What follows belongs to an exercise in optimizing a design on an open flow for small area, a short achievable clock period and few clock cycles per item; a production flow would make more cautious choices.
Function was checked by simulation only, so behaviour that the tests miss may differ from the original.

==> inputs of run G <==
==> flow/design.v (excerpt) <==
module EC_TOP(
    clk, rst_n, in_valid,
    in_Px, in_Py, in_Qx, in_Qy, in_prime, in_a,
    out_valid, out_Rx, out_Ry
);
    input clk, rst_n, in_valid;
    input [6-1:0] in_Px, in_Py, in_Qx, in_Qy, in_prime, in_a;
    output reg out_valid;
    output reg [6-1:0] out_Rx, out_Ry;
    reg c1, c2, c3, c4;
    always @(posedge clk or negedge rst_n) begin
        if (!rst_n) begin
            c1 <= 1'b0; c2 <= 1'b0; c3 <= 1'b0; c4 <= 1'b0; out_valid <= 1'b0;
        end else begin
            c1 <= in_valid;
            c2 <= c1;
            c3 <= c2;
            c4 <= c3;
            out_valid <= c4;
        end
    end
    wire      in_dbl = (in_Px == in_Qx);
    reg [5:0] p, px, qx, npy;
    always @(posedge clk) begin
        if (in_valid) begin
            p   <= in_prime;
            px  <= in_Px;
            qx  <= in_Qx;
            npy <= in_prime - in_Py;
        end
    end
    reg [5:0] cq;                
    reg       dbl, cadd;         
    always @(posedge clk) begin
  ...
==> module EC_TOP, before the edit <==
module EC_TOP(
    clk, rst_n, in_valid,
    in_Px, in_Py, in_Qx, in_Qy, in_prime, in_a,
    out_valid, out_Rx, out_Ry
);
    input clk, rst_n, in_valid;
    input [6-1:0] in_Px, in_Py, in_Qx, in_Qy, in_prime, in_a;
    output reg out_valid;
    output reg [6-1:0] out_Rx, out_Ry;
    reg c1, c2, c3, c4;
    always @(posedge clk or negedge rst_n) begin
        if (!rst_n) begin
            c1 <= 1'b0; c2 <= 1'b0; c3 <= 1'b0; c4 <= 1'b0; out_valid <= 1'b0;
        end else begin
            c1 <= in_valid;
            c2 <= c1;
            c3 <= c2;
            c4 <= c3;
            out_valid <= c4;
        end
    end
    wire      in_dbl = (in_Px == in_Qx);
    reg [5:0] p, px, qx, npy;
    always @(posedge clk) begin
        if (in_valid) begin
            p   <= in_prime;
            px  <= in_Px;
            qx  <= in_Qx;
            npy <= in_prime - in_Py;
        end
    end
    reg [5:0] cq;                
    reg       dbl, cadd;         
    always @(posedge clk) begin
        cq   <= !in_valid ? 6'd0 : in_dbl ? in_a : in_Qy;
        dbl  <= in_dbl;
        cadd <= in_valid & !in_dbl;
    end
    wire [7:0] d    = dbl ? ({2'b0, p} - {1'b0, npy, 1'b0}) : ({2'b0, qx} - {2'b0, px});
    wire       dneg = d[7];
    wire [5:0] dabs = dneg ? (6'd0 - d[5:0]) : d[5:0];
    wire [6:0] dcmp = {1'b0, p} - {dabs, 1'b0};         
    wire       fold = dcmp[6];
    wire [5:0] xh   = fold ? (p - dabs) : dabs;
    wire [5:0] jh;
    INV_IP u_inv (.p(p), .x(xh[4:0]), .y(jh));
    wire [5:0] jv   = (dneg ^ fold) ? (p - jh) : jh;
    reg  [7:0] ra;               
    reg  [5:0] rb;               
    wire [7:0] k3a = {1'b0, p, 1'b0};
    wire [7:0] k3b = {2'b11, ~px};
    wire [7:0] k3c = {2'b11, ~qx};
    wire [7:0] k3s;
    EC_RCA #(8) u_k3 (.a(k3a ^ k3b ^ k3c), .b({((k3a & k3b) | (k3a & k3c) | (k3b & k3c)), 1'b0}),
                      .ci(1'b1), .s(k3s));
    wire [6:0] k3  = k3s[6:0] + 7'd1;
    wire [7:0] k4  = {2'b0, npy} + (yq[6] ? ra : 8'd0);    
    wire [7:0] mk  = c3 ? {1'b0, k3} : c4 ? k4 : 8'd0;
    wire [7:0] ya  = {2'b0, px};
    wire [7:0] yb  = {2'b0, p};
    wire [7:0] yc  = {2'b11, ~out_Rx};
    wire [7:0] yq;
    EC_RCA #(8) u_yq (.a(ya ^ yb ^ yc), .b({((ya & yb) | (ya & yc) | (yb & yc)), 1'b0}),
                      .ci(1'b1), .s(yq));
    wire [5:0] my  = c4 ? {yq[5:1], ~(px[0] ^ out_Rx[0])} : rb;
    wire [8:0] sa [0:6];
    wire [8:0] sb [0:6];
    assign sa[0] = {3'b0, cq};
    assign sb[0] = {3'b0, cadd ? npy : 6'd0};
    genvar i;
    generate
        for (i = 0; i < 6; i = i + 1) begin : it
            wire [8:0] v3 = my[i] ? {1'b0, ra} : 9'd0;
            wire       m  = sa[i][0] ^ sb[i][0] ^ v3[0];
            wire [8:0] v4 = m ? {3'b0, p} : 9'd0;
            wire [8:0] s1 = sa[i] ^ sb[i] ^ v3;
            wire [8:0] k1 = (sa[i] & sb[i]) | (sa[i] & v3) | (sb[i] & v3);
            wire [8:0] c1s = {k1[7:0], 1'b0};
            wire [8:0] s2 = s1 ^ c1s ^ v4;
            wire [8:0] k2 = (s1 & c1s) | (s1 & v4) | (c1s & v4);
            assign sa[i+1] = {1'b0, s2[8:1]};
            assign sb[i+1] = k2;
        end
    endgenerate
    wire [8:0] ua  = sa[6];
    wire [8:0] ub  = sb[6];
    wire [8:0] uk  = {1'b0, mk};
    wire [8:0] np1, np3;                                    
    EC_RCA #(9) u_np1 (.a(~{3'b0, p}), .b(9'd0), .ci(1'b1), .s(np1));
    EC_RCA #(9) u_np3 (.a(np1), .b({np1[7:0], 1'b0}), .ci(1'b0), .s(np3));
    wire [8:0] np2 = {np1[7:0], 1'b0};
    wire [8:0] a1  = ua ^ ub ^ uk;
    wire [8:0] b1  = {((ua[7:0] & ub[7:0]) | (ua[7:0] & uk[7:0]) | (ub[7:0] & uk[7:0])), 1'b0};
    wire [8:0] r0  = a1 + b1;
    wire [8:0] r1  = (a1 ^ b1 ^ np1) + {((a1[7:0] & b1[7:0]) | (a1[7:0] & np1[7:0]) | (b1[7:0] & np1[7:0])), 1'b0};
    wire [8:0] r2  = (a1 ^ b1 ^ np2) + {((a1[7:0] & b1[7:0]) | (a1[7:0] & np2[7:0]) | (b1[7:0] & np2[7:0])), 1'b0};
    wire [8:0] r3  = (a1 ^ b1 ^ np3) + {((a1[7:0] & b1[7:0]) | (a1[7:0] & np3[7:0]) | (b1[7:0] & np3[7:0])), 1'b0};
    wire [5:0] res = !r3[8] ? r3[5:0] : !r2[8] ? r2[5:0] : !r1[8] ? r1[5:0] : r0[5:0];
    wire [6:0] e1 = {1'b0, ra[5:0]};
    wire [7:0] g1 = {e1, 1'b0} - {2'b0, p};
    wire [5:0] f1 = g1[7] ? {e1[4:0], 1'b0} : g1[5:0];
    wire [7:0] g2 = {1'b0, f1, 1'b0} - {2'b0, p};
    wire [5:0] f2 = g2[7] ? {f1[4:0], 1'b0} : g2[5:0];
    wire [7:0] g3 = {1'b0, f2, 1'b0} - {2'b0, p};
    wire [5:0] f3 = g3[7] ? {f2[4:0], 1'b0} : g3[5:0];
    wire [7:0] ra_o = in_valid ? ({2'b0, in_Px} + {1'b0, in_Px, 1'b0}) : {2'b0, f3};
    wire [5:0] rb_o = in_valid ? (in_dbl ? in_Px : 6'd0) : jv;
    always @(posedge clk) begin
        ra <= (c1 | c2) ? {2'b0, res} : ra_o;
        rb <= c2 ? res : rb_o;
        out_Ry <= res;
        if (c3) out_Rx <= res;
    end
endmodule
==> flow/config.mk <==
export PLATFORM = sky130hd
export DESIGN_NAME = EC_TOP
export DESIGN_NICKNAME = EC_TOP
export VERILOG_FILES = /design/flow/design.v
export SDC_FILE = /design/flow/constraint.sdc
export NUM_CORES = 4
export LEC_CHECK = 0
export ABC_AREA = 1
export CAP_MARGIN = 20
export CORE_MARGIN = 2
export CORE_UTILIZATION = 40
export SLEW_MARGIN = 20
export SETUP_SLACK_MARGIN = 32.8
export BUFFER_PORTS_ARGS = -buffer_cell sky130_fd_sc_hd__buf_1
==> flow/constraint.sdc <==
create_clock -name core_clock -period 44.0 [get_ports {clk}]
set_input_delay 8.8000 -clock core_clock [delete_from_list [all_inputs] [get_ports {clk}]]
set_output_delay 8.8000 -clock core_clock [all_outputs]
set_load 0.01 [all_outputs]
standard.sh (not shown) runs the stock make flow with config.mk's settings and CLKGATE_MAP_FILE= SYNTH_SCRIPT=/design/flow/synth_recipe.tcl, a recipe that flattens the netlist after the stock synthesis.
==> flow/flow/run.sh <==
#!/bin/bash
set -euo pipefail
TARGET_NS=$(cat flow/target_ns)
MARGIN=$(python3 -c "print(round(${FLOW_PERIOD_NS} - ${TARGET_NS}, 3))")
echo "export SETUP_SLACK_MARGIN = ${MARGIN}" >> config.mk
echo "export BUFFER_PORTS_ARGS = -buffer_cell sky130_fd_sc_hd__buf_1" >> config.mk
bash standard.sh > standard_make.log 2>&1
==> flow/flow/target_ns <==
11.2
==> run H (differences from run G) <==
--- a/flow/design.v
+++ b/flow/design.v
@@ -1104,16 +1104,16 @@
     endgenerate
-    wire [8:0] ua  = sa[6];
-    wire [8:0] ub  = sb[6];
-    wire [8:0] uk  = {1'b0, mk};
-    wire [8:0] np1, np3;                                    
-    EC_RCA #(9) u_np1 (.a(~{3'b0, p}), .b(9'd0), .ci(1'b1), .s(np1));
-    EC_RCA #(9) u_np3 (.a(np1), .b({np1[7:0], 1'b0}), .ci(1'b0), .s(np3));
-    wire [8:0] np2 = {np1[7:0], 1'b0};
-    wire [8:0] a1  = ua ^ ub ^ uk;
-    wire [8:0] b1  = {((ua[7:0] & ub[7:0]) | (ua[7:0] & uk[7:0]) | (ub[7:0] & uk[7:0])), 1'b0};
-    wire [8:0] r0  = a1 + b1;
-    wire [8:0] r1  = (a1 ^ b1 ^ np1) + {((a1[7:0] & b1[7:0]) | (a1[7:0] & np1[7:0]) | (b1[7:0] & np1[7:0])), 1'b0};
-    wire [8:0] r2  = (a1 ^ b1 ^ np2) + {((a1[7:0] & b1[7:0]) | (a1[7:0] & np2[7:0]) | (b1[7:0] & np2[7:0])), 1'b0};
-    wire [8:0] r3  = (a1 ^ b1 ^ np3) + {((a1[7:0] & b1[7:0]) | (a1[7:0] & np3[7:0]) | (b1[7:0] & np3[7:0])), 1'b0};
-    wire [5:0] res = !r3[8] ? r3[5:0] : !r2[8] ? r2[5:0] : !r1[8] ? r1[5:0] : r0[5:0];
+    wire [9:0] ua  = {1'b0, sa[6]};
+    wire [9:0] ub  = {1'b0, sb[6]};
+    wire [9:0] uk  = {2'b0, mk};
+    wire [9:0] np1, np3;                                    
+    EC_RCA #(10) u_np1 (.a(~{4'b0, p}), .b(10'd0), .ci(1'b1), .s(np1));
+    EC_RCA #(10) u_np3 (.a(np1), .b({np1[8:0], 1'b0}), .ci(1'b0), .s(np3));
+    wire [9:0] np2 = {np1[8:0], 1'b0};
+    wire [9:0] a1  = ua ^ ub ^ uk;
+    wire [9:0] b1  = {((ua & ub) | (ua & uk) | (ub & uk)), 1'b0};
+    wire [9:0] r0  = a1 + b1;
+    wire [9:0] r1  = (a1 ^ b1 ^ np1) + {((a1 & b1) | (a1 & np1) | (b1 & np1)), 1'b0};
+    wire [9:0] r2  = (a1 ^ b1 ^ np2) + {((a1 & b1) | (a1 & np2) | (b1 & np2)), 1'b0};
+    wire [9:0] r3  = (a1 ^ b1 ^ np3) + {((a1 & b1) | (a1 & np3) | (b1 & np3)), 1'b0};
+    wire [5:0] res = !r3[9] ? r3[5:0] : !r2[9] ? r2[5:0] : !r1[9] ? r1[5:0] : r0[5:0];
     wire [6:0] e1 = {1'b0, ra[5:0]};
==> flow/run.sh (new file) <==
#!/bin/bash
# synth_recipe.tcl (not shown) runs the flow's synth.tcl, then flattens the netlist and writes it again
# the make line also repeats each setting of config.mk as NAME=value (left out here)
make -C /OpenROAD-flow-scripts/flow DESIGN_CONFIG=/design/flow/config.mk WORK_HOME=/design/flow/orfs CLKGATE_MAP_FILE= SYNTH_SCRIPT=/design/flow/synth_recipe.tcl finish
Settings changed: BUFFER_PORTS_ARGS -buffer_cell sky130_fd_sc_hd__buf_1 to unset, SETUP_SLACK_MARGIN 32.8 to unset.
removed: flow/flow/run.sh
removed: flow/flow/target_ns
removed: flow/standard.sh
==> run E (differences from run G) <==
--- a/flow/design.v
+++ b/flow/design.v
@@ -1080,3 +1080,4 @@
     wire [7:0] yb  = {2'b0, p};
-    wire [7:0] yc  = {2'b11, ~out_Rx};
+    wire [5:0] rx  = {rb[5:1], ~(rb[0] ^ px[0])};        
+    wire [7:0] yc  = {2'b11, ~rx};
     wire [7:0] yq;
@@ -1084,3 +1085,3 @@
                       .ci(1'b1), .s(yq));
-    wire [5:0] my  = c4 ? {yq[5:1], ~(px[0] ^ out_Rx[0])} : rb;
+    wire [5:0] my  = {c4 ? yq[5:1] : rb[5:1], rb[0]};
     wire [8:0] sa [0:6];
@@ -1129,5 +1130,6 @@
         ra <= (c1 | c2) ? {2'b0, res} : ra_o;
-        rb <= c2 ? res : rb_o;
+        rb[5:1] <= (c2 | c3) ? res[5:1] : rb_o[5:1];
+        rb[0]   <= c2 ? res[0] : c3 ? ~(px[0] ^ res[0]) : rb_o[0];
         out_Ry <= res;
-        if (c3) out_Rx <= res;
+        out_Rx <= rx;
     end
==> flow/flow/target_ns (replaced) <==
11.4
Settings changed: CORE_UTILIZATION 40 to 55, CTS_BUF_LIST set to sky130_fd_sc_hd__clkbuf_8, SETUP_SLACK_MARGIN 32.8 to 32.6.
==> summary.md <==
| Metric | Value |
|---|---|
| Outcome | timing/DRC/antenna clean |
| Worst path depth | 46 |
| Post-Synth XOR/XNOR Area | 0.0377 |
| CP peak stage delay | 0.57 ns |
| GRT Util Overall | 0.266 |
| Gpl congestion | 0.988 |
| Synth-to-Final Area Change | 10.1% |
| Number of fillers in the final layout | 3,035 |
| Tightest Pin Transition | slightly below 0.9 ns |
| Fraction of area in multi-input gates | 0.683 |
| Cell variety after synth | 53 |
| Most common library cells after synthesis | nand2_1, inv_1, nor2_1 |
| Complex-gate fraction of the synthesized area | 0.113 |
| Post-synthesis simple-gate area fraction | 0.249 |
| Nets@finish | roughly 2,000 |
| Multi-input gate area | 9080 um2 |
| Clock buf count | 14 |
# the run above: run H

==> summary.md <==
| Metric | Value |
|---|---|
| Tightest Pin Transition | 0.880 ns |
| Nets@finish | 2,040 |
| Multi-input gate area | 9440 um2 |
| Met3 Resource Use GR | 0.0431 |
| CP peak stage delay | 0.57 ns |
| Most common library cells after synthesis | nand2_1, inv_1, nor2_1 |
| Post-Synth XOR/XNOR Area | 0.0466 |
| Number of fillers in the final layout | 2,104 |
| GRT Util Overall | 0.346 |
| Fraction of area in multi-input gates | 0.718 |
| Post-synthesis simple-gate area fraction | 0.265 |
| CORE AREA | 21,800 um2 |
| Outcome | timing/DRC/antenna clean |
| Synth-to-Final Area Change | 7.74% |
# the run above: run E

==> summary.md <==
| Metric | Value |
|---|---|
| Outcome | timing/DRC/antenna clean |
| Number of fillers in the final layout | 3,124 |
| Fraction of area in multi-input gates | 0.693 |
| CP peak stage delay | 0.60 ns |
| Post-Synth XOR/XNOR Area | 0.0445 |
| Worst path depth | 46 |
| Gpl congestion | 1.01 |
| Tightest Pin Transition | about 1 ns |
| Multi-input gate area | 9220 um2 |
| Clock buf count | 14 |
| Cell variety after synth | 54 |
| Synth-to-Final Area Change | 10.7% |
| GRT Util Overall | 0.265 |
| Complex-gate fraction of the synthesized area | 0.0988 |
# the run above: run G

Testbench counts of run G, summed over its fixed seeds: cycles 95,992, items 16,000.
Testbench counts of run H, summed over its fixed seeds: cycles 95,992, items 16,000.
Testbench counts of run E, summed over its fixed seeds: cycles 95,992, items 16,000.

==> re-timing with driven ports <==
The results above use ideal ports. As a check the final layouts listed here were re-extracted and re-timed, cells and wires unchanged.
Step 1: set_driving_cell puts a clkbuf_16 on clk and a buf_2 on each other input, an assumption about the parent block.
Step 2 moves the port delays by t, midway between the first and last clock arrival at a register: inputs arrive t later, outputs are due t later. That takes back most of the time a late clock gives input paths.
a / b / c = ideal ports / drivers / drivers and shift; a / b = the first two.
| run | shift t [ns] | slack for setup (ns) | worst setup path after step 2 | latest minus earliest clock arrival (ns) |
|---|---|---|---|---|
| run G | 0.382 | 32.662 / 32.662 / 32.662 | register to register | 0.009 / 0.009 |
| run H | 0.384 | 31.696 / 31.696 / 31.696 | register to register | 0.011 / 0.011 |
| run E | 0.404 | 32.879 / 32.879 / 32.879 | register to register | 0.021 / 0.021 |
After both steps setup and hold are still met in every run listed.
